What follows belongs to an exercise in optimizing a design on an open flow for small area; a production flow would make more cautious choices. The RTL was checked by simulation tests, not by an equivalence proof against the original design. Power and IR drop assume default switching activity.

[flow/run.sh]
#!/bin/bash
# Standard layout, with the port buffers made from the smallest buffer cell.
set -euo pipefail
export BUFFER_PORTS_ARGS="-buffer_cell sky130_fd_sc_hd__buf_1"
bash standard.sh > standard.log 2>&1
[constraint.sdc]
create_clock -name core_clock -period 5.0 [get_ports {i_local_clk}]
set_input_delay 1.0000 -clock core_clock [delete_from_list [all_inputs] [get_ports {i_local_clk}]]
set_output_delay 1.0000 -clock core_clock [all_outputs]
set_load 0.01 [all_outputs]
[config.mk]
export PLATFORM = sky130hd
export DESIGN_NAME = i2c_master
export DESIGN_NICKNAME = i2c_master
export VERILOG_FILES = /design/flow/design.v
export SDC_FILE = /design/flow/constraint.sdc
export NUM_CORES = 4
export LEC_CHECK = 0
export CAP_MARGIN = 20
export CORE_MARGIN = 2
export CORE_UTILIZATION = 40
export CTS_BUF_LIST = sky130_fd_sc_hd__clkbuf_8 sky130_fd_sc_hd__clkbuf_16
export CTS_CLUSTER_DIAMETER = 200
export CTS_CLUSTER_SIZE = 40
export PLACE_DENSITY = 0.6
export SLEW_MARGIN = 20
[design.v]
module i2c_master #(
 parameter [15:0]  p_DIV = 16'd500
) (
 input                           i_rst_n
,input                           i_local_clk
,input                           i_start
,input         [8:0]             i_req_num
,input         [7:0]             i_device_addr
,input         [7:0]             i_reg_addr
,input         [7:0]             i_wr_data
,output                          o_wr_done
,output        [7:0]             o_rd_data
,output                          o_rd_valid
,output                          o_busy
,output        [7:0]             o_reg_addr
,output        [7:0]             o_ack_erro
,output                          o_erro_valid
,output                          o_scl
,input                           i_sda
,output                          o_sda
);
localparam [1:0] K_SPEC = 2'b00;
localparam [1:0] K_BIT  = 2'b01;
localparam [1:0] K_ACK  = 2'b10;
localparam [1:0] K_STOP = 2'b11;
localparam [1:0] P_DEV  = 2'b00;
localparam [1:0] P_REG  = 2'b01;
localparam [1:0] P_DATA = 2'b10;
localparam [1:0] P_DEVR = 2'b11;
localparam [3:0] S_IDLE   = 4'b0000;
localparam [3:0] S_START  = 4'b0001;
localparam [3:0] S_START2 = 4'b0011;
reg    [3:0]     r_st     ;
reg    [6:0]     r_q      ;
reg    [1:0]     r_p      ;
reg    [2:0]     r_bit    ;
reg    [8:0]     r_cnt    ;
reg    [7:0]     r_rd_data;
reg              r_scl    ;
reg              r_sda    ;
wire   [1:0] w_k = r_st[3:2];
wire   [1:0] w_ph = r_st[1:0];
wire   w_rd    = i_device_addr[0];
wire   w_qend  = (r_q == 7'b1010000);   
wire   w_q0    = (r_q == 7'd0);
wire   w_e499  = w_qend & (r_p == 2'd3);
wire   w_d0    = w_q0 & (r_p == 2'd0);
wire   w_last  = (i_req_num == r_cnt);
wire   w_idle  = (r_st == S_IDLE);
wire   w_dtack = (r_st == {K_ACK, P_DATA});
wire   w_nack  = i_sda & ~((w_ph == P_DATA) & w_rd);
assign o_busy       = ~w_idle;
assign o_scl        = r_scl;
assign o_sda        = r_sda;
assign o_rd_data    = r_rd_data;
assign o_reg_addr   = i_reg_addr + r_cnt[7:0];
assign o_rd_valid   = w_dtack & w_rd & w_d0;
assign o_wr_done    = w_dtack & ~w_rd & w_q0 & (r_p == 2'd3) & ~i_sda;
assign o_erro_valid = w_d0 & (w_k == K_STOP) & ((w_ph != P_DATA) | (~w_rd & i_sda));
assign o_ack_erro   = {4'd0, w_ph == 2'd3, w_ph == 2'd2, w_ph == 2'd1, w_ph == 2'd0};
always @(posedge i_local_clk) begin
	if(w_idle) begin
		r_q <= {6'd0, i_start};
		r_p <= 'd0;
	end else if(w_qend) begin
		r_q <= 'd0;
		r_p <= r_p + 1'b1;
	end else
		r_q <= {r_q[5:0], ~(r_q[6] ^ r_q[5])};
end
always @(posedge i_local_clk or negedge i_rst_n) begin
	if(~i_rst_n)
		r_bit <= 'd0;
	else if((w_k == K_BIT) & w_e499)
		r_bit <= r_bit + 1'b1;
end
always @(posedge i_local_clk) begin
	if(w_idle)
		r_cnt <= 'd0;
	else if(w_dtack & w_d0)
		r_cnt <= r_cnt + 1'b1;
end
always @(posedge i_local_clk) begin
	if(w_e499)
		r_rd_data <= {r_rd_data[6:0], i_sda};
end
reg w_bit;
always @(*) begin
	case(w_ph)
		P_DEV:   w_bit = i_device_addr[~r_bit] & (r_bit != 3'd7);
		P_REG:   w_bit = i_reg_addr[~r_bit];
		P_DATA:  w_bit = i_wr_data[~r_bit] | w_rd;
		default: w_bit = i_device_addr[~r_bit];
	endcase
end
always @(posedge i_local_clk or negedge i_rst_n) begin
	if(~i_rst_n)
		r_sda <= 1'b1;
	else if(r_st == S_START)
		r_sda <= (r_p == 2'd0);
	else if(r_st == S_START2)
		r_sda <= ~r_p[1];
	else if(w_qend) case(r_p)
		2'd0: case(w_k)
			K_BIT:   r_sda <= w_bit;
			K_ACK:   r_sda <= ~((w_ph == P_DATA) & w_rd) | w_last;
			K_STOP:  r_sda <= 1'b0;
			default: r_sda <= 1'b1;
		endcase
		2'd2: if(w_k == K_STOP) r_sda <= 1'b1;
		default: ;
	endcase
end
always @(posedge i_local_clk or negedge i_rst_n) begin
	if(~i_rst_n)
		r_scl <= 1'b1;
	else case(r_st)
		S_IDLE:   r_scl <= 1'b1;
		S_START:  r_scl <= ~r_p[1];
		S_START2: r_scl <= r_p[1] ^ r_p[0];
		default:  r_scl <= r_p[1];
	endcase
end
always @(posedge i_local_clk or negedge i_rst_n) begin
	if(~i_rst_n)
		r_st <= S_IDLE;
	else if(w_idle) begin
		if(i_start) r_st <= S_START;
	end else if(w_e499) case(w_k)
		K_SPEC:  r_st <= (r_st == S_START) ? {K_BIT, P_DEV} : {K_BIT, P_DEVR};
		K_BIT:   if(r_bit == 3'd7) r_st <= {K_ACK, w_ph};
		K_ACK:
			if(w_nack)
				r_st <= {K_STOP, w_ph};
			else case(w_ph)
				P_DEV:   r_st <= {K_BIT, P_REG};
				P_REG:   r_st <= w_rd ? S_START2 : {K_BIT, P_DATA};
				P_DATA:  r_st <= w_last ? {K_STOP, P_DATA} : {K_BIT, P_DATA};
				default: r_st <= {K_BIT, P_DATA};
			endcase
		default: r_st <= S_IDLE;
	endcase
end
endmodule
[standard.sh]
#!/bin/bash
# synth_recipe.tcl (not shown) runs the flow's synth.tcl, then flattens the netlist and writes it again
# the make line also repeats each setting of config.mk as NAME=value (left out here)
make -C /OpenROAD-flow-scripts/flow DESIGN_CONFIG=/design/flow/config.mk WORK_HOME=/design/flow/orfs CLKGATE_MAP_FILE= SYNTH_SCRIPT=/design/flow/synth_recipe.tcl "${@:-finish}"
==> results of run 1 <==
final timing paths:
kind                       cells after the start            end           from  slack (ps)
setup / recovery                               8  o_reg_addr[7]  i_reg_addr[1]        1340
hold reg to reg                                0   r_rd_data[6]   r_rd_data[5]         450
min in group asynchronous                      1        r_st[1]        i_rst_n         640
max in group asynchronous                      1          r_sda        i_rst_n        4010
setup reg to reg                               6       r_bit[2]         r_q[1]        2680
hold / removal                                 0   r_rd_data[6]   r_rd_data[5]         450
layout make-up:
| cell class | count | area (sq um) | area share |
|---|---|---|---|
| Sequential cell | 35 | 828.3 | 0.3189 |
| Tap cell | 72 | 90.09 | 0.03468 |
| Clock buffer | 5 | 68.82 | 0.02649 |
| Clock inverter | 3 | 12.51 | 0.004817 |
| Timing Repair Buffer | 63 | 240.2 | 0.09249 |
| Multi-Input combinational cell | 172 | 1305 | 0.5024 |
| Inverter | 14 | 52.55 | 0.02023 |
sequential cells by signal (all words and copies together) (netlist names):
signal	flops
r_cnt	9
r_rd_data	8
r_q	7
r_st	4
r_bit	3
r_p	2
r_scl	1
r_sda	1
power breakdown:
group	internal [mW]	switching, mW	leakage (nW)	total [mW]
clock network	0.0936	0.0983	0.0505	0.192
logic	0.0176	0.0207	0.678	0.0383
registers	0.289	0	0.328	0.289
routing by layer:
layer  part of all wire  up-vias  track usage
met5                  0        -            0
met4              0.012        0      0.06842
met3              0.047        6      0.04138
met2               0.50       51       0.2949
met1               0.44      870       0.2222
li1                   -      924            -
cell families (layout without fill, tap and decap cells):
| group | after synthesis | count (layout) |
|---|---|---|
| and+or+nand+nor | 78 | 78 |
| AOI/OAI and AO/OA | 36 | 36 |
| DFF | 35 | 35 |
| xor gates and xnor gates | 26 | 26 |
| buffers and inverters | 25 | 85 |
| adders and majority gates | 14 | 14 |
| muxes | 14 | 14 |
| other | 1 | 4 |
cells in the mapped netlist (all sizes together) (3+ instances only):
cell type / instances / area (sq um)
nor2: 17 / 63.81
and2: 3 / 18.77
nor3: 5 / 25.02
inv: 14 / 52.55
o21a: 3 / 22.52
mux4: 6 / 135.1
nand4: 3 / 25.02
dfrtp: 7 / 175.2
xor2: 14 / 122.6
nand2b: 4 / 25.02
and3: 5 / 31.28
a21oi: 7 / 35.03
nand3: 5 / 25.02
o21ai: 14 / 70.07
mux2i: 6 / 60.06
nand2: 19 / 71.32
nor2b: 6 / 37.54
ha: 13 / 162.7
dfxtp: 18 / 360.4
xnor2: 12 / 105.1
edfxtp: 8 / 240.2
nor4: 4 / 55.05
or3: 3 / 18.77
buf: 6 / 38.78
clkbuf: 5 / 18.77
a31oi: 3 / 18.77
through the flow:
step	instance area, sq um	hold WS (ps)	power, mW
2_1_floorplan	2237	430.9	0.3161
3_3_place_gp	2516	426.3	0.3328
3_5_place_dp	2516	441.1	0.3335
4_1_cts	2597	458.7	0.5251
5_1_grt	2597	471.8	0.5437
6_report	2597	452.0	0.5191
critical path: cells and delay by family:
kind	cells	cell delay (ps)
compound gates	4	920
xor+xnor	1	160
fa+ha+maj	1	300
buf+inv	2	270
==> impl_results.md, run 1 <==
- Status: no timing/DRC/antenna violations
- CTS clk-pin slew, worst paths: roughly 70 ps
- Initial Utilization: 0.4092
- I/O Buffers: 62
- I/O Pins: 67
- Post-Place Worst Slack: 1352 ps
- Crit path largest cell delay: 380 ps
- Layout Cells excl Fill: roughly 360
- Layout cells sized above 1: 0.07534
- Total power per unit cell area: ~200 nW/um^2
- Cell Count Post-Placement: 356
- Clk sink count: 35
- Crit end category: output port
- Unrepaired setup endpoints after global routing: no
- DRC viols: 0
- Vias in the first global route: about 1800
- Clk Latency, worst-skew pair: 280 ps
- Final hold vios: 0
- HP Class: flop to flop
- Via count: 1851
- Commonest cells after routing, fill and taps aside: buf_1, nand2_1, dfxtp_1, nor2_1, inv_1
- Type of origin of the critical path: input pin
- Root buf cell: clkbuf_8
- Leakage power total: between 1 and 1.5 nW
- Multiplexer area fraction after synthesis: 0.09781
- Warnings, synthesis: 1
- Period Utilization, post-route: 0.7310
- CTS tree: yes
- Worst-path fanout max: 3
- CP max-delay cell: o41ai_1
- Max VDD drop: approximately 120 uV
- Number of distinct library cells after synthesis: 44
- Cell mode on critical path: buf_1
- WL final: 5165 um
- Post-synth ARST share: 0.2571
- Adder-cell share of the synthesized area: 0.08207
- Mapped Area: 2226 sq um
- H-tree depth: 2
- Max-slew violations: 0
- Grt ovf: 0
- Final nets: ~340
- Largest net degree at the start of global routing: 18
- Count of state elements after synthesis: 35
- Crit Path Category: input pin to output port
- DR pass1 iterations: 4
- Vias per cell: between 5 and 6
- Chip width: approximately 79 um
- WL/cell: 14.19 um
- Final setup fails: 0
- Gpl congestion: between 0.8 and 0.9
- XOR/XNOR Fraction of Synth Area: 0.1023
- Hold_buf cts: 0
- GRT Resource Usage Total: 0.1772
- Setup Skew: around 5.4 ps
- Post CTS Setup Buffer Count: 0
- Max cap viols: 0
- Final Critical Period: 3655 ps
- Simple-gate share of the synthesized area: 0.1956
- Post-DRT Antenna Nets: 0
- Row count: 27
- Post-Syn Instances: about 230
- Worst EP required: about 4000 ps
- Die area: 6177 sq um
- Mapped Avg Cell Area: 9.720 sq um
- Core Area: 5439 sq um
- Crit-path cells: buf_1 -> ha_1 -> a21o_1 -> a21oi_1 -> o21ai_0 -> o41ai_1 -> xnor2_1 -> buf_1
- Iter 0 DRT Violations: a little over 100
- Most common cell after layout, fill and taps aside: buf_1
- Largest family of logic cells by synthesized area: simple AND/OR/NAND/NOR gates
- First-pass GRT wire length: 8549 um
- Sequential area share after synthesis: 0.3721
- Synth Area in Compound Gates: 0.09893
- Setup_tns: 0 ps
- Post-synth EDFFs: 8
- Die H: 78.60 um
- Clock buffer depth: 2
- Final Util: 0.4776
- Final worst slack: 1345 ps
- Initial antenna violation count: 0
- Total clock buffers created by CTS: 5
- Fmax: 0.2736 GHz
- Cts repair resizes: 0
- Main synth FF type: dfxtp_1
- Antenna Cells: 0
- P&R area growth vs syn: 16.69%
- Number of fill cells: 540
- WP data arrival: 2660 ps
- Detailed placement HPWL: about 4000 um
==> inputs of run 2 (changes only) <==
--- a/config.mk
+++ b/config.mk
@@ -8,8 +8,5 @@
 export CAP_MARGIN = 20
 export CORE_MARGIN = 2
 export CORE_UTILIZATION = 40
-export CTS_BUF_LIST = sky130_fd_sc_hd__clkbuf_8 sky130_fd_sc_hd__clkbuf_16
-export CTS_CLUSTER_DIAMETER = 200
-export CTS_CLUSTER_SIZE = 40
 export PLACE_DENSITY = 0.6
 export SLEW_MARGIN = 20
==> run 2 against run 1 <==
  * Design area unchanged
  * Sequential cell count is the same
  * Area after synthesis unchanged
  * Clock skew fell by 0.76 ps
  * Sequential share of layout area did not move
  * Synthesized cell count is the same
  * Register-to-register slack about the same
  * First-iteration DRC count did not move
  * Die area unchanged
  * Non-clock buffer count unchanged
  * Global-route usage stayed put
  * Critical path type unchanged
  * Critical endpoint unchanged
  * Largest power group unchanged
==> impl_results.md, run 2 <==
- Status: no timing/DRC/antenna violations
- Top reg by flops: r_cnt
- Number of distinct library cells after synthesis: 44 (unchanged)
- Mapped Area: 2226 sq um (unchanged)
- Most common cell after layout, fill and taps aside: buf_1
- Unrepaired setup endpoints after global routing: no
- Fmax: 0.2736 GHz (unchanged)
- Final nets: 342 (unchanged)
- Vias in the first global route: 1838 (unchanged)
- Crit-path leading delay family: compound AO/OA/AOI/OAI gates
- Hold_buf cts: 0 (unchanged)
- Worst-path fanout max: 3 (unchanged)
- Main synth FF type: dfxtp_1
- Cts repair resizes: 0 (unchanged)
- Gate power share: 0.073 (about the same)
- Post-DRT Antenna Nets: 0 (unchanged)
- Via count: 1841 (-0.54%)
- Setup_tns: 0 ps (unchanged)
- I/O Pins: 67 (unchanged)
- Worst path depth: 8 (unchanged)
- Sequential power share: 0.552 (-0.005)
- Synth area leaders: dfxtp_1, edfxtp_1, dfrtp_1
- Initial antenna violation count: 0 (unchanged)
- Yosys top cell by area: dfxtp_1
- Post CTS Setup Buffer Count: 0 (unchanged)
- Period Utilization, post-route: 0.7310 (unchanged)
- Root buf cell: clkbuf_8
- Largest net degree at the start of global routing: 18 (unchanged)
- Setup crit start: i_reg_addr[1]
- Chip width: 78.60 um (unchanged)
- Crit-path cells: buf_1 -> ha_1 -> a21o_1 -> a21oi_1 -> o21ai_0 -> o41ai_1 -> xnor2_1 -> buf_1
- Commonest cells after routing, fill and taps aside: buf_1, nand2_1, dfxtp_1, nor2_1
- Grt ovf: 0 (unchanged)
- Clk Latency, worst-skew pair: 280 ps (about the same)
- Sequential area share after synthesis: 0.3721 (unchanged)
- Iter 0 DRT Violations: 101 (unchanged)
- H-tree depth: 2 (unchanged)
- Setup Skew: 4.621 ps (-0.7562 ps)
- Post-synth ARST share: 0.2571 (unchanged)
- Total clock buffers created by CTS: 5 (unchanged)
- DRC viols: 0 (unchanged)
- CTS tree: yes
- R2R Path End: r_bit[2]
- Final setup fails: 0 (unchanged)
- Net Sw Power: 0.1190 mW (about the same)
- Max-slew violations: 0 (unchanged)
- FF-to-FF Start: r_q[1]
- Post-Syn Instances: 229 (unchanged)
- Count of state elements after synthesis: 35 (unchanged)
- Vias per cell: 5.058 (-0.54%)
- GRT Resource Usage Total: 0.1772 (unchanged)
- Total power per unit cell area: 201.4 nW/um^2 (+0.79%)
- P&R area growth vs syn: 16.69% (unchanged)
- Synth top area share: 0.1619 (unchanged)
- Mapped Avg Cell Area: 9.720 sq um (unchanged)
- Type of origin of the critical path: input pin
- I/O Buffers: 62 (unchanged)
- Post-synth EDFFs: 8 (unchanged)
- Row count: 27 (unchanged)
- Clock buffer depth: 2 (unchanged)
- Crit path largest cell delay: 380 ps (about the same)
- Final hold vios: 0 (unchanged)
- WL/cell: 14.20 um (about the same)
- CTS clk-pin slew, worst paths: 70 ps (about the same)
- Largest register FFs: 9 (unchanged)
- Gpl congestion: 0.8301 (unchanged)
- Crit end category: output port
- Worst Reg-to-Reg Cells: 6 (unchanged)
- Core Area: 5439 sq um (unchanged)
- Clk sink count: 35 (unchanged)
- WP data arrival: 2660 ps (about the same)
- Tot Pwr: 0.5232 mW (+0.79%)
- Power share of the clock group: 0.375 (+0.005)
- Internal: 0.4042 mW (+1.0%)
- Leakage power total: 1.048 nW (-0.78%)
- DR pass1 iterations: 4 (unchanged)
- Crit Path Category: input pin to output port
- Final Critical Period: 3655 ps (unchanged)
- Layout cells sized above 1: 0.07534 (unchanged)
- Cell mode on critical path: buf_1
- Top flop regs: r_cnt x9, r_rd_data x8, r_q x7
- CP max-delay cell: o41ai_1
- Max cap viols: 0 (unchanged)
- Flop2flop setup slack: 2680 ps (about the same)
- Count leader, synth: nand2_1
- Switch share: 0.2274 (-0.001815)
- Die H: 78.60 um (unchanged)
- Initial Utilization: 0.4092 (unchanged)
- Warnings, synthesis: 1 (unchanged)
- Detailed placement HPWL: 4044 um (unchanged)
- CP bufs+invs: 2 (unchanged)
- First-pass GRT wire length: 8549 um (unchanged)
- Max VDD drop: 116.7 uV (-0.39%)
- Worst EP required: 4000 ps (about the same)
- Antenna Cells: 0 (unchanged)
- HP Class: flop to flop
- WL final: 5169 um (about the same)
- Critical Path Sink: o_reg_addr[7]
- Die area: 6177 sq um (unchanged)
- Top cells by count, synth: nand2_1, dfxtp_1, nor2_1
run 2: cell counts after synthesis:
Identical to the previous run, type by type.
run 2: cell families (layout without fill, tap and decap cells):
| logic type | count (synthesis) | in the layout | share of synthesized area |
|---|---|---|---|
| compound gates | 36 | 36 | 0.09894 |
| other cells | 1 | 4 | 0.001685 |
| fa+ha+maj | 14 | 14 | 0.08207 |
| simple gates | 78 | 78 | 0.1956 |
| buf+inv | 25 | 85 | 0.04946 |
| flops | 35 | 35 | 0.3721 |
| xor+xnor | 26 | 26 | 0.1023 |
| mux | 14 | 14 | 0.09781 |
run 2: how the worst min path moves through the flow:
stage                      start      endpoint  slack (ps)  cells past startpoint
finish              r_rd_data[5]  r_rd_data[6]         450                      0
global route        r_rd_data[5]  r_rd_data[6]         470                      0
CTS                 r_rd_data[5]  r_rd_data[6]         460                      0
detailed placement  r_rd_data[5]  r_rd_data[6]         440                      0
global placement    r_rd_data[3]  r_rd_data[4]         430                      0
floorplan                 r_q[1]        r_q[2]         430                      1
run 2: metrics by stage:
step | std cells | hold WS (ps) | instance area (sq um) | util | setup WS (ps)
after floorplan | 232 | 430.9 | 2237 | - | 1741
after global placement | 356 | 426.3 | 2516 | 0.4626 | 1422
after detailed placement | 356 | 441.1 | 2516 | 0.4626 | 1352
after CTS | 364 | 458.7 | 2597 | 0.4776 | 1339
after global routing | 364 | 471.8 | 2597 | 0.4776 | 1224
final | 364 | 452.0 | 2597 | 0.4776 | 1345
run 2: final cells by class:
type                    instances  area, sq um
fillers                       540         2841
multi-input cells             172         1305
flip-flops and latches         35        828.3
repair buffers                 63        240.2
well taps                      72        90.09
clock buffers                   7        76.32
inverters                      14        52.55
clock inverters                 1        5.005
run 2: power by group through the flow:
stage / logic, mW / registers (mW) / clock network (mW)
2_1_floorplan: 0.0212 / 0.295 / 0
3_3_place_gp: 0.0379 / 0.295 / 0
3_5_place_dp: 0.0386 / 0.295 / 0
4_1_cts: 0.0389 / 0.289 / 0.201
5_1_grt: 0.0428 / 0.289 / 0.216
6_report: 0.0383 / 0.289 / 0.196
run 2: per-layer routing:
layer | global-route usage | vias to the layer above | wire length (um)
li1 | - | 924 | -
met1 | 0.2222 | 870 | 2307
met2 | 0.2949 | 41 | 2573
met3 | 0.04138 | 6 | 224
met4 | 0.06842 | 0 | 63
met5 | 0 | - | 0
==> inputs of run 3 (changes only) <==
==> flow/run.sh (replaced) <==
#!/bin/bash
# Standard layout, with the port buffers made from the smallest buffer cell
# and non-critical gates downsized after global routing.
set -euo pipefail
export BUFFER_PORTS_ARGS="-buffer_cell sky130_fd_sc_hd__buf_1"
export RECOVER_POWER=100
bash standard.sh > standard.log 2>&1
==> run 3 against run 2 <==
  * Still clean on timing, DRC and antenna
  * Total power barely moved
  * Global-route usage unchanged
  * First-iteration DRC count fell by 4.0%
  * Worst setup slack got worse by 0.73 ps
  * Register-to-register slack lost 470 ps
  * Design area shrank 1.5%
  * Sequential share of layout area rose by 0.50 points
  * Cell count did not move
  * Critical endpoint unchanged
  * Largest cell class unchanged
  * Largest power group unchanged
==> impl_results.md, run 3 <==
- Status: no timing/DRC/antenna violations
- I/O Buffers: 62 (unchanged)
- R2R Path End: r_cnt[7]
- Commonest cells after routing, fill and taps aside: buf_1, nand2_1, dfxtp_1, nor2_1
- Die area: 6177 sq um (unchanged)
- Warnings, synthesis: 1 (unchanged)
- Total clock buffers created by CTS: 5 (unchanged)
- Die H: 78.60 um (unchanged)
- Iter 0 DRT Violations: 97 (-4.0%)
- Final nets: 342 (unchanged)
- Crit end category: output port
- Clock buffer depth: 2 (unchanged)
- Hold Path End: r_rd_data[6]
- CTS clk-pin slew, worst paths: 70 ps (about the same)
- Core Area: 5439 sq um (unchanged)
- HP Class: flop to flop
- Largest register FFs: 9 (unchanged)
- Number of fill cells: 545 (+0.93%)
- Grt ovf: 0 (unchanged)
- Area occupied by multi-input gates: 1269 sq um (-2.8%)
- Cell mode on critical path: buf_1
- Vias per cell: 5.063 (+0.11%)
- Fmax: 0.2735 GHz (about the same)
- Flop2flop setup slack: 2210 ps (-470 ps)
- Post CTS Setup Buffer Count: 0 (unchanged)
- Hold_ws: 451.9 ps (-0.1190 ps)
- Final setup fails: 0 (unchanged)
- P&R area growth vs syn: 14.90%
- Top cells by count, synth: nand2_1, dfxtp_1, nor2_1
- Most Used Layer, Global Route: met2
- Period Utilization, post-route: 0.7312 (about the same)
- Leakage power total: 1.039 nW (-0.88%)
- Type of origin of the critical path: input pin
- Final hold vios: 0 (unchanged)
- Detailed placement HPWL: 4044 um (unchanged)
- Initial Utilization: 0.4092 (unchanged)
- Most common cell after layout, fill and taps aside: buf_1
- Top reg by flops: r_cnt
- Row count: 27 (unchanged)
- WP data arrival: 2660 ps (about the same)
- Mapped Avg Cell Area: 9.720 sq um (unchanged)
- Max-slew violations: 0 (unchanged)
- CP max-delay cell: o41ai_1
- Sequential area share after synthesis: 0.3721 (unchanged)
- GRT met3 Usage: 0.04138 (unchanged)
- Crit Path Category: input pin to output port
- GRT Resource Usage Total: 0.1772 (unchanged)
- Number of distinct library cells after synthesis: 44 (unchanged)
- Root buf cell: clkbuf_8
- CP bufs+invs: 2 (unchanged)
- Mapped Area: 2226 sq um (unchanged)
- Largest net degree at the start of global routing: 18 (unchanged)
- Total power per unit cell area: 204.8 nW/um^2 (+1.7%)
- Layout Cells excl Fill: 364 (unchanged)
- FF/Latch Area: 828.3 sq um (unchanged)
- Yosys top cell by area: dfxtp_1
- Vias in the first global route: 1838 (unchanged)
- Final Critical Period: 3656 ps (+0.7300 ps)
- Unrepaired setup endpoints after global routing: no
- Chip width: 78.60 um (unchanged)
- Setup Skew: 4.572 ps (-0.04921 ps)
- CTS tree: yes
- Worst-path fanout max: 3 (unchanged)
- I/O Pins: 67 (unchanged)
- Worst Hold Depth: 0 (unchanged)
- Via count: 1843 (+0.11%)
- First-pass GRT wire length: 8549 um (unchanged)
- Post-DRT Antenna Nets: 0 (unchanged)
- Antenna Cells: 0 (unchanged)
- Crit-path cells: buf_1 -> ha_1 -> a21o_1 -> a21oi_1 -> o21ai_0 -> o41ai_1 -> xnor2_1 -> buf_1
- Layout cells sized above 1: 0.05822 (-0.01712)
- Count of state elements after synthesis: 35 (unchanged)
- Min-delay src: r_rd_data[5]
- Hold_buf cts: 0 (unchanged)
- Max VDD drop: 116.6 uV (about the same)
- Count leader, synth: nand2_1
- M2 GR Usage: 0.2949 (unchanged)
- Crit path largest cell delay: 380 ps (about the same)
- Post-synth ARST share: 0.2571 (unchanged)
- Main synth FF type: dfxtp_1
- Crit-path leading delay family: compound AO/OA/AOI/OAI gates
- WL/cell: 14.27 um (+0.52%)
- H-tree depth: 2 (unchanged)
- FF-to-FF Start: r_st[3]
- Synth area leaders: dfxtp_1, edfxtp_1, dfrtp_1
- Worst EP required: 4000 ps (about the same)
- Cts repair resizes: 0 (unchanged)
- Post-Syn Instances: 229 (unchanged)
- Initial antenna violation count: 0 (unchanged)
- Clk Latency, worst-skew pair: 290 ps (about the same)
- DR pass1 iterations: 4 (unchanged)
- Synth top area share: 0.1619 (unchanged)
- Global routing usage on met1: 0.2222 (unchanged)
- Clk sink count: 35 (unchanged)
- Max cap viols: 0 (unchanged)
- Cell Count Post-Placement: 356 (unchanged)
- Top flop regs: r_cnt x9, r_rd_data x8, r_q x7
- WL final: 5196 um (+0.52%)
- Gpl congestion: 0.8301 (unchanged)
- Setup_tns: 0 ps (unchanged)
- Worst slew margin: 0.3138
- Worst Reg-to-Reg Cells: 5 (-1)
- DRC viols: 0 (unchanged)
- Least-Margin Pin Slew: just over 1000 ps
- Post-synth EDFFs: 8 (unchanged)
-- run 3: cell counts after synthesis --
No cell type changed its count.
-- run 3: report_power, final --
group / internal [mW] / total (mW) / switching, mW
registers: 0.289 / 0.289 / 0
clock network: 0.0977 / 0.197 / 0.0989
logic: 0.0176 / 0.0383 / 0.0207
-- run 3: logic make-up after synthesis --
family                     synth area share
AOI/OAI and AO/OA                   0.09894
buffers and inverters               0.04946
DFF                                  0.3721
and+or+nand+nor                      0.1956
xor gates and xnor gates             0.1023
adders and majority gates           0.08207
other                              0.001685
muxes                               0.09781
-- run 3: metal layers --
| layer | wire length (um) | vias to the layer above |
|---|---|---|
| li1 | - | 926 |
| met1 | 2326 | 876 |
| met2 | 2605 | 37 |
| met3 | 207 | 4 |
| met4 | 57 | 0 |
| met5 | 0 | - |
-- run 3: worst max path at each step --
stage                        startpoint            end  slack, ps  depth (start not counted)
after floorplan           i_reg_addr[1]  o_reg_addr[7]       1740                          6
final                     i_reg_addr[1]  o_reg_addr[7]       1340                          8
after global routing      i_reg_addr[1]  o_reg_addr[7]       1220                          8
after CTS                 i_reg_addr[1]  o_reg_addr[7]       1340                          8
after global placement    i_reg_addr[1]  o_reg_addr[7]       1420                          8
after detailed placement  i_reg_addr[1]  o_reg_addr[7]       1350                          8
-- run 3: metrics by stage --
| step | power (mW) | worst slack (ps) | instance area (sq um) | utilization |
|---|---|---|---|---|
| after floorplan | 0.3161 | 1741 | 2237 | - |
| after global placement | 0.3328 | 1422 | 2516 | 0.4626 |
| after detailed placement | 0.3335 | 1352 | 2516 | 0.4626 |
| after CTS | 0.5289 | 1339 | 2597 | 0.4776 |
| after global routing | 0.5474 | 1224 | 2557 | 0.4702 |
| final | 0.5237 | 1344 | 2557 | 0.4702 |
-- run 3: final cells by class --
| type | count | area share |
|---|---|---|
| sequential | 35 | 0.3239 |
| clock inverter | 1 | 0.001957 |
| inverter | 14 | 0.02055 |
| tap | 72 | 0.03523 |
| clock buffer | 7 | 0.02984 |
| timing repair buffer | 63 | 0.09247 |
| multi-input combinational | 172 | 0.4961 |
-- run 3: worst register-to-register path, stage by stage, from the launching register on --
cell	delay (ps)
dfrtp_1	640
or4bb_1	560
nor4_1	790
nand4_2	240
or3_1	350
a21oi_1	130
==> inputs of run 4 (changes only) <==
==> flow/run.sh (replaced) <==
#!/bin/bash
# Standard layout, with the port buffers made from the smallest buffer cell
# and a clock tree of fewer, larger buffers.
set -euo pipefail
export BUFFER_PORTS_ARGS="-buffer_cell sky130_fd_sc_hd__buf_1"
export CTS_ARGS="-sink_clustering_enable -repair_clock_nets -sink_clustering_size 50 -sink_clustering_max_diameter 400 -buf_list sky130_fd_sc_hd__clkbuf_16"
bash standard.sh > standard.log 2>&1
==> run 4 against run 3 <==
  * Total power rose by 18%
  * Fmax barely moved
  * Sequential cell count did not move
  * Via count rose by 0.43%
  * Sequential power barely moved
  * Clock-buffer cell count fell by 2
  * Critical path type unchanged
  * Critical endpoint unchanged
  * Largest cell class unchanged
==> impl_results.md, run 4 <==
- GRT Resource Usage Total: 0.1829 (+0.005658)
- Root buf cell: clkbuf_16
- Final hold vios: 0 (unchanged)
- Yosys top cell by area: dfxtp_1
- Top cells by count, synth: nand2_1, dfxtp_1, nor2_1
- Most Used Layer, Global Route: met2
- Unrepaired setup endpoints after global routing: no
- Final nets: 342 (unchanged)
- Gpl congestion: 0.8301 (unchanged)
- P&R area growth vs syn: 19.22%
- Top flop regs: r_cnt x9, r_rd_data x8, r_q x7
- Commonest cells after routing, fill and taps aside: buf_1, nand2_1, dfxtp_1, nor2_1, inv_1
- Core Area: 5439 sq um (unchanged)
- Layout cells sized above 1: 0.07534 (+0.01712)
- Main synth FF type: dfxtp_1
- Die area: 6177 sq um (unchanged)
- Type of origin of the critical path: input pin
- Status: no timing/DRC/antenna violations
- Post-synth EDFFs: 8 (unchanged)
- Final Critical Period: 3658 ps (+1.940 ps)
- Detailed placement HPWL: 4044 um (unchanged)
- Clock buffer depth: 2 (unchanged)
- Count leader, synth: nand2_1
- Clk Latency, worst-skew pair: 280 ps (about the same)
- Cell mode on critical path: buf_1
- Max VDD drop: 130.9 uV (+12%)
- Chip width: 78.60 um (unchanged)
- Total power per unit cell area: 232.1 nW/um^2 (+13%)
- Warnings, synthesis: 1 (unchanged)
- Worst-path fanout max: 3 (unchanged)
- Iter 0 DRT Violations: 73 (-25%)
- Post-DRT Antenna Nets: 0 (unchanged)
- Via count: 1851 (+0.43%)
- Number of distinct library cells after synthesis: 44 (unchanged)
- Row count: 27 (unchanged)
- H-tree depth: 2 (unchanged)
- Grt ovf: 0 (unchanged)
- Clk sink count: 35 (unchanged)
- Worst EP required: 4000 ps (about the same)
- WL final: 5227 um (+0.60%)
- M2 GR Usage: 0.3017 (+0.006838)
- Count of state elements after synthesis: 35 (unchanged)
- Crit path largest cell delay: 380 ps (about the same)
- Synth top area share: 0.1619 (unchanged)
- Post-Syn Instances: 229 (unchanged)
- DRC viols: 0 (unchanged)
- Tot Pwr: 0.6160 mW (+18%)
- Initial antenna violation count: 0 (unchanged)
- Crit-path cells: buf_1 -> ha_1 -> a21o_1 -> a21oi_1 -> o21ai_0 -> o41ai_1 -> xnor2_1 -> buf_1
- CP max-delay cell: o41ai_1
- CTS tree: yes
- Vias per cell: 5.085 (+0.43%)
- Antenna Cells: 0 (unchanged)
- Top reg by flops: r_cnt
- GRT met3 Usage: 0.04483 (+0.003448)
- Sequential area share after synthesis: 0.3721 (unchanged)
- Fmax: 0.2734 GHz (about the same)
- CTS clk-pin slew, worst paths: 50 ps (-20 ps)
- Max-slew violations: 0 (unchanged)
- Vias in the first global route: 1854 (+0.87%)
- Least-Margin Pin Slew: 500.9 ps (-519.1 ps)
- Post CTS Setup Buffer Count: 0 (unchanged)
- I/O Buffers: 62 (unchanged)
- Cts repair resizes: 0 (unchanged)
- Synth area leaders: dfxtp_1, edfxtp_1, dfrtp_1
- Largest register FFs: 9 (unchanged)
- HP Class: flop to flop
- Max cap viols: 0 (unchanged)
- Hold_buf cts: 0 (unchanged)
- Crit end category: output port
- Initial Utilization: 0.4092 (unchanged)
- WP data arrival: 2660 ps (about the same)
- Largest net degree at the start of global routing: 18 (unchanged)
- Number of fill cells: 541 (-0.73%)
- Post-synth ARST share: 0.2571 (unchanged)
- Mapped Area: 2226 sq um (unchanged)
- Crit Path Category: input pin to output port
- Mapped Avg Cell Area: 9.720 sq um (unchanged)
- Setup_tns: 0 ps (unchanged)
- Worst slew margin: 0.6661 (+0.3523)
- Setup Skew: 4.748 ps (+0.1756 ps)
- FF/Latch Area: 828.3 sq um (unchanged)
- Period Utilization, post-route: 0.7316 (about the same)
- Total clock buffers created by CTS: 5 (unchanged)
- Final setup fails: 0 (unchanged)
- I/O Pins: 67 (unchanged)
- Global routing usage on met1: 0.2224 (about the same)
- DR pass1 iterations: 4 (unchanged)
- First-pass GRT wire length: 8700 um (+1.8%)
- Die H: 78.60 um (unchanged)
- Leakage power total: 1.082 nW (+4.2%)
- Area occupied by multi-input gates: 1305 sq um (+2.9%)
- Most common cell after layout, fill and taps aside: buf_1
- WL/cell: 14.36 um (+0.60%)
## run 4: cell count changes in the layout (fill, tap and decap cells not counted), sizes merged
cell    before  now
buf         60   63
clkbuf      10    5
inv         14   16
## run 4: cells by family after synthesis
| family | Yosys count | share of synthesized area |
|---|---|---|
| fa+ha+maj | 14 | 0.08207 |
| mux | 14 | 0.09781 |
| flops | 35 | 0.3721 |
| other cells | 1 | 0.001685 |
| simple gates | 78 | 0.1956 |
| compound gates | 36 | 0.09894 |
| xor+xnor | 26 | 0.1023 |
| buf+inv | 25 | 0.04946 |
## run 4: layer usage
metal | wire (um) | vias up
li1 | - | 930
met1 | 2320 | 868
met2 | 2577 | 45
met3 | 229 | 8
met4 | 99 | 0
met5 | 0 | -
## run 4: worst max-delay path: cells and delay by family
family,cells,cell delay (ps)
xor+xnor,1,160
fa+ha+maj,1,300
compound gates,4,920
buf+inv,2,270
## run 4: final cells by class
class / count / area share
flip-flops and latches: 35 / 0.3121
inverters: 14 / 0.01980
repair buffers: 63 / 0.09052
clock buffers: 5 / 0.04715
well taps: 72 / 0.03395
clock inverters: 3 / 0.004715
multi-input cells: 172 / 0.4917
## run 4: worst paths after layout
path / startpoint / endpoint / slack [ps] / cells past startpoint
max: i_reg_addr[1] / o_reg_addr[7] / 1340 / 8
min: r_rd_data[5] / r_rd_data[6] / 450 / 0
max reg2reg: r_st[3] / r_cnt[7] / 2670 / 5
min reg2reg: r_rd_data[5] / r_rd_data[6] / 450 / 0
max in group asynchronous: i_rst_n / r_sda / 4000 / 1
min in group asynchronous: i_rst_n / r_st[1] / 650 / 1
## run 4: through the flow
stage	area, sq um	utilization	std cells	setup slack [ps]	hold WS, ps
2_1_floorplan	2237	-	232	1741	430.9
3_3_place_gp	2516	0.4626	356	1422	426.3
3_5_place_dp	2516	0.4626	356	1352	441.1
4_1_cts	2654	0.4879	364	1339	454.5
5_1_grt	2654	0.4879	364	1224	467.4
6_report	2654	0.4879	364	1342	449.4
## run 4: where the power goes
part / switching (mW) / internal [mW] / leakage [nW]
Combinational: 0.0206 / 0.0176 / 0.678
Sequential: 0 / 0.289 / 0.328
Clock: 0.109 / 0.180 / 0.0762
==> inputs of run 5 (changes only) <==
==> run.sh (new file) <==
#!/bin/bash
# synth_recipe.tcl (not shown) runs the flow's synth.tcl, then flattens the netlist and writes it again
# the make line also repeats each setting of config.mk as NAME=value (left out here)
make -C /OpenROAD-flow-scripts/flow DESIGN_CONFIG=/design/flow/config.mk WORK_HOME=/design/flow/orfs CLKGATE_MAP_FILE= SYNTH_SCRIPT=/design/flow/synth_recipe.tcl finish
removed: flow/run.sh
removed: standard.sh
==> run 5 against run 4 <==
  * Combinational power up 61%
  * Routed wire length is 4.1% higher
  * Worst setup slack worse by 710 ps
  * Clock-buffer cell count up 1
  * Sequential power is essentially flat
  * Utilization grew 6.8 points
  * Total power barely moved
  * Sequential share of layout area down 3.8 points
  * Synthesized cell count stayed put
  * Critical path depth is 3 higher
  * Worst hold slack improved by 2.3 ps
  * Critical path type unchanged
  * Highest routed layer unchanged
==> impl_results.md, run 5 <==
- Status: no timing/DRC/antenna violations
- Final Critical Period: 4365 ps (+707.1 ps)
- WP data arrival: 3360 ps (+700 ps)
- Initial Utilization: 0.4092 (unchanged)
- Count of state elements after synthesis: 35 (unchanged)
- Crit Path Category: input pin to output port
- Flop2flop setup slack: 2660 ps (about the same)
- Chip width: 78.60 um (unchanged)
- Worst-path fanout max: 2 (-1)
- Post-Syn Instances: 229 (unchanged)
- Cts repair resizes: 0 (unchanged)
- Setup_tns: 0 ps (unchanged)
- Most Used Layer, Global Route: met2
- Synth area leaders: dfxtp_1, edfxtp_1, dfrtp_1
- Gpl congestion: 0.8141 (-1.9%)
- FF-to-FF Start: r_st[3]
- XOR/XNOR Fraction of Synth Area: 0.1023 (unchanged)
- Die area: 6177 sq um (unchanged)
- Iter 0 DRT Violations: 122 (+67%)
- Sequential area share after synthesis: 0.3721 (unchanged)
- Mapped Avg Cell Area: 9.720 sq um (unchanged)
- Top reg by flops: r_cnt
- H-tree depth: 2 (unchanged)
- Largest register FFs: 9 (unchanged)
- Final Util: 0.5556 (+0.06763)
- Detailed placement HPWL: 4300 um (+6.3%)
- Warnings, synthesis: 1 (unchanged)
- Unrepaired setup endpoints after global routing: no
- Core Area: 5439 sq um (unchanged)
- R2R Path End: r_cnt[7]
- Post-synth ARST share: 0.2571 (unchanged)
- CTS tree: yes
- Cell Count Post-Placement: 356 (unchanged)
- Fmax: 0.2291 GHz (-16%)
- Adder-cell share of the synthesized area: 0.08207 (unchanged)
- First-pass GRT wire length: 9190 um (+5.6%)
- Largest family of logic cells by synthesized area: simple AND/OR/NAND/NOR gates
- Leakage power total: 1.235 nW (+14%)
- Hold Path End: r_rd_data[3]
- Worst Reg-to-Reg Cells: 5 (unchanged)
- Die H: 78.60 um (unchanged)
- Internal: 0.4901 mW (+0.71%)
- Switch share: 0.2041 (-0.005885)
- Vias per cell: 4.967 (-2.3%)
- CTS clk-pin slew, worst paths: 70 ps (+20 ps)
- Period Utilization, post-route: 0.8730 (+0.1414)
- Multiplexer area fraction after synthesis: 0.09781 (unchanged)
- Top flop regs: r_cnt x9, r_rd_data x8, r_q x7
- Total clock buffers created by CTS: 5 (unchanged)
- Setup crit start: i_reg_addr[0]
- Worst Hold Depth: 0 (unchanged)
- Max VDD drop: 127.0 uV (-3.0%)
- DR pass1 iterations: 4 (unchanged)
- Net Sw Power: 0.1257 mW (-2.8%)
- DRC viols: 0 (unchanged)
- Post-DRT Antenna Nets: 0 (unchanged)
- Mapped Area: 2226 sq um (unchanged)
- M2 GR Usage: 0.2957 (-0.005983)
- Worst EP required: 4000 ps (about the same)
- Largest net degree at the start of global routing: 18 (unchanged)
- Final setup fails: 0 (unchanged)
- Antenna Cells: 0 (unchanged)
- Count leader, synth: nand2_1
- Global routing usage on met1: 0.2719 (+0.04949)
- Synth Area in Compound Gates: 0.09893 (unchanged)
- Number of distinct library cells after synthesis: 44 (unchanged)
- Sequential power share: 0.469 (about the same)
- Top cells by count, synth: nand2_1, dfxtp_1, nor2_1
- Main synth FF type: dfxtp_1
- Synth top area share: 0.1619 (unchanged)
- Clk Latency, worst-skew pair: 280 ps (about the same)
- Row count: 27 (unchanged)
- Total power per unit cell area: 203.8 nW/um^2 (-12%)
- Via count: 1808 (-2.3%)
- Crit end category: output port
- Tot Pwr: 0.6158 mW (about the same)
- Clk sink count: 35 (unchanged)
- Post-synth EDFFs: 8 (unchanged)
- I/O Pins: 67 (unchanged)
- Type of origin of the critical path: input pin
- Layout Cells excl Fill: 364 (unchanged)
- Grt ovf: 0 (unchanged)
- Power share of the clock group: 0.431 (-0.037)
- Min-delay src: r_rd_data[2]
- Max-slew violations: 0 (unchanged)
- GRT Resource Usage Total: 0.1886 (+0.005781)
- Commonest cells after routing, fill and taps aside: clkdlybuf4s50_1, nand2_1, dfxtp_1, nor2_1
- Root buf cell: clkbuf_8
- Hold_buf cts: 0 (unchanged)
- Simple-gate share of the synthesized area: 0.1956 (unchanged)
- P&R area growth vs syn: 35.75%
- Layout cells sized above 1: 0.08219 (+0.006849)
- Most common cell after layout, fill and taps aside: clkdlybuf4s50_1
- WL/cell: 14.95 um (+4.1%)
- HP Class: flop to flop
- GRT met3 Usage: 0.03563 (-0.009195)
- Final nets: 342 (unchanged)
- Vias in the first global route: 1800 (-2.9%)
- Yosys top cell by area: dfxtp_1
- Post CTS Setup Buffer Count: 0 (unchanged)
- I/O Buffers: 62 (unchanged)
- Clock buffer depth: 2 (unchanged)
- Initial antenna violation count: 0 (unchanged)
- Gate power share: 0.100 (+0.038)
- Final hold vios: 0 (unchanged)
- WL final: 5441 um (+4.1%)
- Max cap viols: 0 (unchanged)
- Setup Skew: 4.721 ps (-0.02629 ps)
## run 5: how the worst max path moves through the flow
stage	to	depth (start not counted)
after floorplan	o_reg_addr[7]	6
after detailed placement	o_reg_addr[6]	11
after CTS	o_reg_addr[6]	11
after global routing	o_reg_addr[7]	8
final	o_reg_addr[6]	11
after global placement	o_reg_addr[7]	8
## run 5: worst max-delay path: stages
cell             delay [ps]
clkdlybuf4s50_1         510
ha_1                    190
inv_1                    60
fa_1                    390
nor2b_1                 120
o21ai_0                  90
nand2b_1                110
a21o_1                  120
a21oi_1                  70
xnor2_1                 140
clkdlybuf4s50_1         560
## run 5: through the flow
step / hold WS [ps] / cell area [sq um] / worst slack [ps]
after floorplan: 430.9 / 2237 / 1741
after global placement: 428.6 / 2904 / 708.5
after detailed placement: 436.8 / 2904 / 638.5
after CTS: 456.4 / 3022 / 634.9
after global routing: 461.5 / 3022 / 409.1
final: 451.7 / 3022 / 635.1
## run 5: cell type report
cell class | instances | area, sq um
clock inverter | 2 | 35.03
clock buffer | 6 | 82.58
inverter | 14 | 52.55
tap | 72 | 90.09
fill | 499 | 2417
multi-input combinational | 172 | 1305
timing repair buffer | 63 | 628.1
sequential | 35 | 828.3
## run 5: per-layer routing
metal,vias to the layer above,part of all wire
met1,845,0.49
met3,4,0.033
met4,0,0.0051
met5,-,0
met2,31,0.47
li1,928,-
## run 5: power groups by stage
| stage | Sequential (mW) | Combinational [mW] | Clock [mW] |
|---|---|---|---|
| floorplan | 0.295 | 0.0212 | 0 |
| global placement | 0.295 | 0.0611 | 0 |
| detailed placement | 0.295 | 0.0617 | 0 |
| CTS | 0.289 | 0.0620 | 0.273 |
| global route | 0.289 | 0.0658 | 0.287 |
| finish | 0.289 | 0.0616 | 0.265 |
## run 5: cell families after synthesis
logic type | count (synthesis)
xor+xnor | 26
simple gates | 78
other cells | 1
compound gates | 36
fa+ha+maj | 14
flops | 35
buf+inv | 25
mux | 14
==> inputs of run 6 (changes only) <==
==> flow/run.sh (new file) <==
#!/bin/bash
# Standard layout with three changes to how it is made:
#  - synthesis maps the logic with an area-oriented ABC script
#    (flow/abc_area.script) in place of ORFS's speed script; everything else
#    in the standard flow's synthesis script (synth_recipe.tcl) is kept as it is;
#  - the port buffers are made from the smallest buffer cell;
#  - non-critical gates are downsized after global routing.
set -euo pipefail
here=$(pwd)
{
  echo "proc abc {args} {"
  echo "  set i [lsearch \$args -script]"
  echo "  lset args [expr {\$i + 1}] $here/flow/abc_area.script"
  echo "  yosys abc {*}\$args"
  echo "}"
  cat synth_recipe.tcl
} > synth_area.tcl
export BUFFER_PORTS_ARGS="-buffer_cell sky130_fd_sc_hd__buf_1"
export RECOVER_POWER=100
bash standard.sh SYNTH_SCRIPT=$here/synth_area.tcl finish > standard.log 2>&1
==> flow/abc_area.script (new file) <==
&get -n
&st
&dch -f
&nf -R 1000 -p
&put
topo
dnsize -c
==> standard.sh (new file) <==
#!/bin/bash
# synth_recipe.tcl (not shown) runs the flow's synth.tcl, then flattens the netlist and writes it again
# the make line also repeats each setting of config.mk as NAME=value (left out here)
make -C /OpenROAD-flow-scripts/flow DESIGN_CONFIG=/design/flow/config.mk WORK_HOME=/design/flow/orfs CLKGATE_MAP_FILE= SYNTH_SCRIPT=/design/flow/synth_recipe.tcl "${@:-finish}"
removed: run.sh
==> run 6 against run 5 <==
  * Clock power down 23%
  * Non-clock buffer count unchanged
  * First-iteration DRC count down 45%
  * Sequential cell count unchanged
  * Still clean on timing, DRC and antenna
  * Sequential share of layout area up 6.0 points
==> impl_results.md, run 6 <==
- Highest routed layer: met4
- Initial antenna violation count: 0 (unchanged)
- Die H: 76.21 um (-3.0%)
- Post-DRT Antenna Nets: 0 (unchanged)
- Post-place instance area: 2395 sq um (-18%)
- Period Utilization, post-route: 0.7478 (-0.1252)
- CTS clk-pin slew, worst paths: 80 ps (about the same)
- Layout cells sized above 1: 0.05714 (-0.02505)
- Top reg by flops: r_cnt
- H-tree depth: 2 (unchanged)
- Initial Utilization: 0.4110 (+0.001748)
- Final Critical Period: 3739 ps (-625.9 ps)
- Crit Path Category: input pin to output port
- WP data arrival: 2740 ps (-620 ps)
- Max VDD drop: 155.1 uV (+22%)
- Main synth FF type: dfxtp_1
- Top cells by count, synth: dfxtp_1, a21oi_1, o21ai_0, xor2_1
- Area occupied by multi-input gates: 1201 sq um (-8.0%)
- Iter 0 DRT Violations: 67 (-45%)
- Unrepaired setup endpoints after global routing: no
- Fmax: 0.2675 GHz (+17%)
- Clock buffer depth: 2 (unchanged)
- I/O Buffers: 62 (unchanged)
- Clk Latency, worst-skew pair: 290 ps (about the same)
- Final setup fails: 0 (unchanged)
- DR pass1 iterations: 4 (unchanged)
- HP Class: flop to flop
- Clk sink count: 35 (unchanged)
- Synth top area share: 0.1728 (+0.01088)
- Max-slew violations: 0 (unchanged)
- Setup Skew: 14.32 ps (+9.594 ps)
- Yosys top cell by area: dfxtp_1
- Top flop regs: r_cnt x9, r_rd_data x8, r_q x7
- Cts repair resizes: 0 (unchanged)
- Sequential area share after synthesis: 0.3971 (+0.02500)
- Max cap viols: 0 (unchanged)
- WL/cell: 13.67 um (-8.6%)
- Grt ovf: 0 (unchanged)
- Post CTS Setup Buffer Count: 0 (unchanged)
- Vias per cell: 5.126 (+3.2%)
- WL final: 4783 um (-12%)
- Mapped Area: 2086 sq um (-6.3%)
- Mapped Avg Cell Area: 9.932 sq um (+2.2%)
- Hold_buf cts: 0 (unchanged)
- Number of distinct library cells after synthesis: 39 (-11%)
- Root buf cell: clkbuf_8
- Largest register FFs: 9 (unchanged)
- Worst EP required: 4000 ps (about the same)
- Count leader, synth: dfxtp_1
- Type of origin of the critical path: input pin
- Most common cell after layout, fill and taps aside: buf_1
- Count of state elements after synthesis: 35 (unchanged)
- Post-synth EDFFs: 8 (unchanged)
- Final Cell Area: 2480 sq um (-18%)
- First-pass GRT wire length: 8224 um (-11%)
- I/O Pins: 67 (unchanged)
- Met1 wire length: 2260 um (-15%)
- Warnings, synthesis: 1 (unchanged)
- Post-Syn Instances: 210 (-8.3%)
- Row count: 26 (-3.7%)
- Total clock buffers created by CTS: 5 (unchanged)
- Number of fill cells: 525 (+5.2%)
- Status: no timing/DRC/antenna violations
- Met2 Wirelength: 2305 um (-11%)
- Final nets: 330 (-3.5%)
- Core Area: 5075 sq um (-6.7%)
- Setup_tns: 0 ps (unchanged)
- Largest net degree at the start of global routing: 15 (-3)
- Vias in the first global route: 1745 (-3.1%)
- Gpl congestion: 0.8256 (+1.4%)
- Synth area leaders: dfxtp_1, edfxtp_1, dfrtp_1
- P&R area growth vs syn: 18.90%
- Chip width: 76.21 um (-3.0%)
- Crit end category: output port
- Post-synth ARST share: 0.2571 (unchanged)
- Worst slew margin: 0.6252
- DRC viols: 0 (unchanged)
- CTS tree: yes
- Tot Pwr: 0.8125 mW (+32%)
- Wire length on met3: 171 um (-5.5%)
- Commonest cells after routing, fill and taps aside: buf_1, dfxtp_1, a21oi_1, xor2_1, o21ai_0
- FF/Latch Area: 828.3 sq um (unchanged)
- Final hold vios: 0 (unchanged)
- Antenna Cells: 0 (unchanged)
- Detailed placement HPWL: 3702 um (-14%)
- Via count: 1794 (-0.77%)
- Worst-path fanout max: 4 (+2)
- GRT Resource Usage Total: 0.1750 (-0.01362)
- Least-Margin Pin Slew: around 560 ps
- Total power per unit cell area: 327.6 nW/um^2 (+61%)
- Die area: 5808 sq um (-6.0%)
- Leakage power total: 1.003 nW (-19%)
==> run 6: changes by cell type in the layout (fill, tap and decap cells not counted), sizes merged, moves of 4 or more <==
| cell | change |
|---|---|
| inv | -14 |
| a21oi | +7 |
| buf | +59 |
| clkdlybuf4s50 | -62 |
| a21o | +4 |
| nor2 | -5 |
| and3 | +4 |
| clkinv | +10 |
| nor3 | +4 |
| mux2i | -5 |
| nand2 | -6 |
| xnor2 | -6 |
==> run 6: layout make-up <==
| class | instances | area share |
|---|---|---|
| Timing Repair Buffer | 63 | 0.09536 |
| Inverter | 10 | 0.01514 |
| Sequential cell | 35 | 0.3340 |
| Multi-Input combinational cell | 164 | 0.4844 |
| Clock inverter | 3 | 0.008073 |
| Tap cell | 70 | 0.03532 |
| Clock buffer | 5 | 0.02775 |
==> run 6: per-layer routing <==
layer  global-route usage  up-vias
li1                     -      900
met1               0.2314      859
met2               0.2850       31
met3              0.04502        4
met4              0.04909        0
met5                    0        -
==> run 6: logic make-up (layout without fill, tap and decap cells) <==
| group | after synthesis | in the layout | share of synthesized area |
|---|---|---|---|
| DFF | 35 | 35 | 0.3971 |
| and+or+nand+nor | 68 | 68 | 0.1710 |
| buffers and inverters | 14 | 81 | 0.03240 |
| other | 1 | 4 | 0.001798 |
| adders and majority gates | 14 | 14 | 0.08758 |
| AOI/OAI and AO/OA | 47 | 47 | 0.1350 |
| xor gates and xnor gates | 20 | 20 | 0.08398 |
| muxes | 11 | 11 | 0.09118 |
==> run 6: path summary, 6_finish.rpt <==
kind / start / endpoint / slack [ps] / cells after the start
setup / recovery: i_reg_addr[2] / o_reg_addr[7] / 1260 / 10
hold reg to reg: r_rd_data[3] / r_rd_data[4] / 450 / 0
min in group asynchronous: i_rst_n / r_st[3] / 640 / 1
setup reg to reg: r_st[1] / r_cnt[8] / 2240 / 9
max in group asynchronous: i_rst_n / r_scl / 3990 / 1
hold / removal: r_rd_data[3] / r_rd_data[4] / 450 / 0
==> run 6: critical path, cell delays in order <==
cell and delay (ps):
buf_1 90, ha_1 350, a21oi_1 150, nand2_1 90
a21o_1 180, a21o_1 190, a21o_1 180, a21oi_1 180
xnor2_1 140, buf_1 190
==> run 6: per-stage QoR <==
stage	utilization	setup WS (ps)	cells	hold WS, ps
floorplan	-	1588	213	442.6
global placement	0.4719	1307	342	433.0
detailed placement	0.4719	1278	342	434.2
CTS	0.4894	1281	350	452.1
global route	0.4887	1195	350	462.0
finish	0.4887	1261	350	449.4
==> run 6: where the power goes <==
part	internal, mW	switching (mW)	total, mW
sequential	0.349	0.0506	0.399
clock	0.0969	0.107	0.204
combinational	0.0922	0.117	0.209
==> inputs of run 7 (changes only) <==
--- a/design.v
+++ b/design.v
@@ -68,10 +68,10 @@
 	end else
 		r_q <= {r_q[5:0], ~(r_q[6] ^ r_q[5])};
 end
-always @(posedge i_local_clk or negedge i_rst_n) begin
-	if(~i_rst_n)
+always @(posedge i_local_clk) begin
+	if(w_k != K_BIT)
 		r_bit <= 'd0;
-	else if((w_k == K_BIT) & w_e499)
+	else if(w_e499)
 		r_bit <= r_bit + 1'b1;
 end
 always @(posedge i_local_clk) begin
==> run 7 against run 6 <==
  * Sequential power grew 2%
  * Global-route usage is essentially flat
  * Clock skew shrank 11 ps
  * Routed wire length shrank 5.9%
  * Combinational power grew 16%
  * Via count shrank 0.78%
  * Worst setup slack gained 58 ps
  * Clock-buffer cell count grew 2
  * Register-to-register slack gained 100 ps
  * Sequential share of layout area shrank 0.25 points
  * Worst hold slack gained 7.1 ps
  * Critical path type unchanged
  * Highest routed layer unchanged
==> impl_results.md, run 7 <==
- Status: no timing/DRC/antenna violations
- WP data arrival: 2680 ps (-60 ps)
- Warnings, synthesis: 1 (unchanged)
- Vias in the first global route: 1610 (-7.7%)
- Top flop regs: r_cnt x9, r_rd_data x8, r_q x7
- Max cap viols: 0 (unchanged)
- Via count: 1780 (-0.78%)
- Grt ovf: 0 (unchanged)
- Top cells by count, synth: dfxtp_1, nor2_1, nand2_1
- Crit Path Category: input pin to output port
- Top reg by flops: r_cnt
- Sequential area share after synthesis: 0.3954 (-0.001743)
- Initial antenna violation count: 0 (unchanged)
- Mapped Avg Cell Area: 9.567 sq um (-3.7%)
- Post CTS Setup Buffer Count: 0 (unchanged)
- Post-synth EDFFs: 8 (unchanged)
- Max VDD drop: 122.2 uV (-21%)
- DRC viols: 0 (unchanged)
- Leakage power total: 0.9471 nW (-5.6%)
- Count of state elements after synthesis: 35 (unchanged)
- Number of distinct library cells after synthesis: 37 (-5.1%)
- Total clock buffers created by CTS: 5 (unchanged)
- Worst slew margin: 0.6213 (-0.003957)
- Initial Utilization: 0.4079 (-0.003056)
- Worst EP required: 4000 ps (about the same)
- Type of origin of the critical path: input pin
- Row count: 26 (unchanged)
- Core Area: 5042 sq um (-0.64%)
- GRT Resource Usage Total: 0.1749 (about the same)
- Hold_buf cts: 0 (unchanged)
- Post-synth ARST share: 0.1714 (-0.08571)
- Max-slew violations: 0 (unchanged)
- Final Cell Area: 2454 sq um (-1.1%)
- I/O Pins: 67 (unchanged)
- Die area: 5732 sq um (-1.3%)
- CTS tree: yes
- Largest net degree at the start of global routing: 16 (+1)
- First-pass GRT wire length: 7424 um (-9.7%)
- Fmax: 0.2717 GHz (+1.6%)
- Count leader, synth: dfxtp_1
- P&R area growth vs syn: 19.28%
- Clock buffer depth: 2 (unchanged)
- Layout cells sized above 1: 0.05263 (-0.004511)
- I/O Buffers: 62 (unchanged)
- Commonest cells after routing, fill and taps aside: buf_1, dfxtp_1, nor2_1, nand2_1, a21oi_1
- Most common cell after layout, fill and taps aside: buf_1
- Least-Margin Pin Slew: 566.0 ps (+4.999 ps)
- Gpl congestion: 0.8515 (+3.1%)
- Largest register FFs: 9 (unchanged)
- Final setup fails: 0 (unchanged)
- Mapped Area: 2057 sq um (-1.4%)
- Post-DRT Antenna Nets: 0 (unchanged)
- CTS clk-pin slew, worst paths: 70 ps (about the same)
- Cts repair resizes: 0 (unchanged)
- Worst-path fanout max: 4 (unchanged)
- Synth top area share: 0.2044 (+0.03161)
- Setup_tns: 0 ps (unchanged)
- Yosys top cell by area: dfxtp_1
- Final Util: 0.4866 (-0.002059)
- Setup Skew: 3.594 ps (-10.72 ps)
- Antenna Cells: 0 (unchanged)
- WL/cell: 12.68 um (-7.2%)
- Clk Latency, worst-skew pair: 280 ps (about the same)
- Main synth FF type: dfxtp_1
- WL final: 4503 um (-5.9%)
- Final Critical Period: 3681 ps (-57.79 ps)
- Post-Syn Instances: 215 (+2.4%)
- Post-place instance area: 2366 sq um (-1.2%)
- H-tree depth: 2 (unchanged)
- Clk sink count: 35 (unchanged)
- Final hold vios: 0 (unchanged)
- Root buf cell: clkbuf_8
- HP Class: flop to flop
- Tot Pwr: 0.8551 mW (+5.2%)
- DR pass1 iterations: 4 (unchanged)
- Unrepaired setup endpoints after global routing: no
- Flop2flop setup slack: 2340 ps (+100 ps)
- Chip width: 75.71 um (-0.66%)
- Total power per unit cell area: 348.5 nW/um^2 (+6.4%)
- Final nets: 335 (+1.5%)
- Detailed placement HPWL: 3523 um (-4.8%)
- Die H: 75.71 um (-0.66%)
- Period Utilization, post-route: 0.7362 (-0.01156)
- Crit end category: output port
- Iter 0 DRT Violations: 126 (+88%)
- Synth area leaders: dfxtp_1, edfxtp_1, ha_1
- Vias per cell: 5.014 (-2.2%)
[run 7: cell count changes in the layout (fill, tap and decap cells not counted), sizes merged, moves of 2 or more]
cell	previous run	this run
a21oi	14	16
nor2	12	18
nand2	13	17
dfxtp	18	21
mux2	4	1
clkinvlp	2	0
dfrtp	7	4
a21o	6	4
nor3	9	7
o31ai	1	3
[run 7: routing by layer]
metal	vias to the layer above	global-route usage	routed length, um
met1	799	0.2260	2145
met5	-	0	0
li1	911	-	-
met2	60	0.2705	1979
met3	10	0.05026	292
met4	0	0.08187	86
[run 7: per-stage QoR]
step | hold slack, ps | worst slack (ps) | std cells
2_1_floorplan | 442.6 | 1588 | 218
3_3_place_gp | 434.7 | 1336 | 347
4_1_cts | 456.0 | 1317 | 355
6_report | 456.4 | 1319 | 355
5_1_grt | 466.8 | 1128 | 355
3_5_place_dp | 439.0 | 1321 | 347
[run 7: worst max-delay path, stage by stage]
cell and delay (ps):
buf_1 90, ha_1 340, a21oi_1 150, nand2_1 90, a21o_1 180, a21o_1 190, a21o_1 170, a21oi_1 160
xnor2_1 140, buf_1 170
[run 7: final timing paths]
check / cells past startpoint / start / end
max: 10 / i_reg_addr[2] / o_reg_addr[7]
min: 0 / r_rd_data[2] / r_rd_data[3]
max reg2reg: 6 / r_st[2] / r_st[0]
min reg2reg: 0 / r_rd_data[2] / r_rd_data[3]
max in group asynchronous: 1 / i_rst_n / r_sda
min in group asynchronous: 1 / i_rst_n / r_st[3]
[run 7: logic make-up (layout without fill, tap and decap cells)]
family	Yosys count	in the layout	synth area share
muxes	8	8	0.07603
adders and majority gates	14	14	0.08881
buffers and inverters	15	82	0.03467
and+or+nand+nor	75	75	0.1819
other	1	4	0.001823
xor gates and xnor gates	20	20	0.08516
AOI/OAI and AO/OA	47	47	0.1363
DFF	35	35	0.3954
[run 7: power by group]
group | leakage (nW) | total, mW | internal, mW | switching, mW
clock | 0.0482 | 0.207 | 0.111 | 0.0960
sequential | 0.314 | 0.406 | 0.353 | 0.0537
combinational | 0.585 | 0.242 | 0.108 | 0.134
total | 0.947 | 0.855 | 0.572 | 0.283
[run 7: area by class of cell]
class                           instances  area, sq um
Tap cell                               70        87.58
Sequential cell                        35        813.3
Clock inverter                          1        5.005
Clock buffer                            7        86.33
Multi-Input combinational cell        168         1184
Timing Repair Buffer                   63        236.5
Fill cell                             487         2589
Inverter                               11        41.29

[what the ideal ports hide]
No port has a modelled driver above. Below, the same layouts with a new extraction and two added sets of constraints.
Step 1 (the two cells are an assumption about what drives the block):
set clk [get_ports {i_local_clk}]
set_driving_cell -lib_cell sky130_fd_sc_hd__clkbuf_16 $clk
set_driving_cell -lib_cell sky130_fd_sc_hd__buf_2 [delete_from_list [all_inputs] $clk]
Step 2 times the ports against the registers' clock, not the clock port: input delays grow and output delays shrink by t, the midpoint of the rising clock arrivals with the driver on.
Slacks: ideal ports / drivers / drivers and shift; pairs: ideal ports / drivers.
| run | t, ns | setup WS [ns] | slew at the worst register clock pin (ns) |
|---|---|---|---|
| run 1 | 0.310 | 1.345 / 1.325 / 1.325 | 0.07 / 0.07 |
| run 2 | 0.310 | 1.345 / 1.325 / 1.325 | 0.07 / 0.07 |
| run 3 | 0.312 | 1.344 / 1.324 / 1.324 | 0.07 / 0.07 |
| run 4 | 0.311 | 1.342 / 1.323 / 1.323 | 0.05 / 0.05 |
| run 5 | 0.308 | 0.635 / 0.613 / 0.613 | 0.07 / 0.07 |
| run 6 | 0.315 | 1.261 / 1.241 / 1.241 | 0.08 / 0.08 |
| run 7 | 0.307 | 1.319 / 1.296 / 1.296 | 0.07 / 0.07 |
After both steps every run listed still meets setup and hold. The setup slack of run 7, which loses most, moves by -0.023 ns with the drivers and by -0.023 ns with both steps.
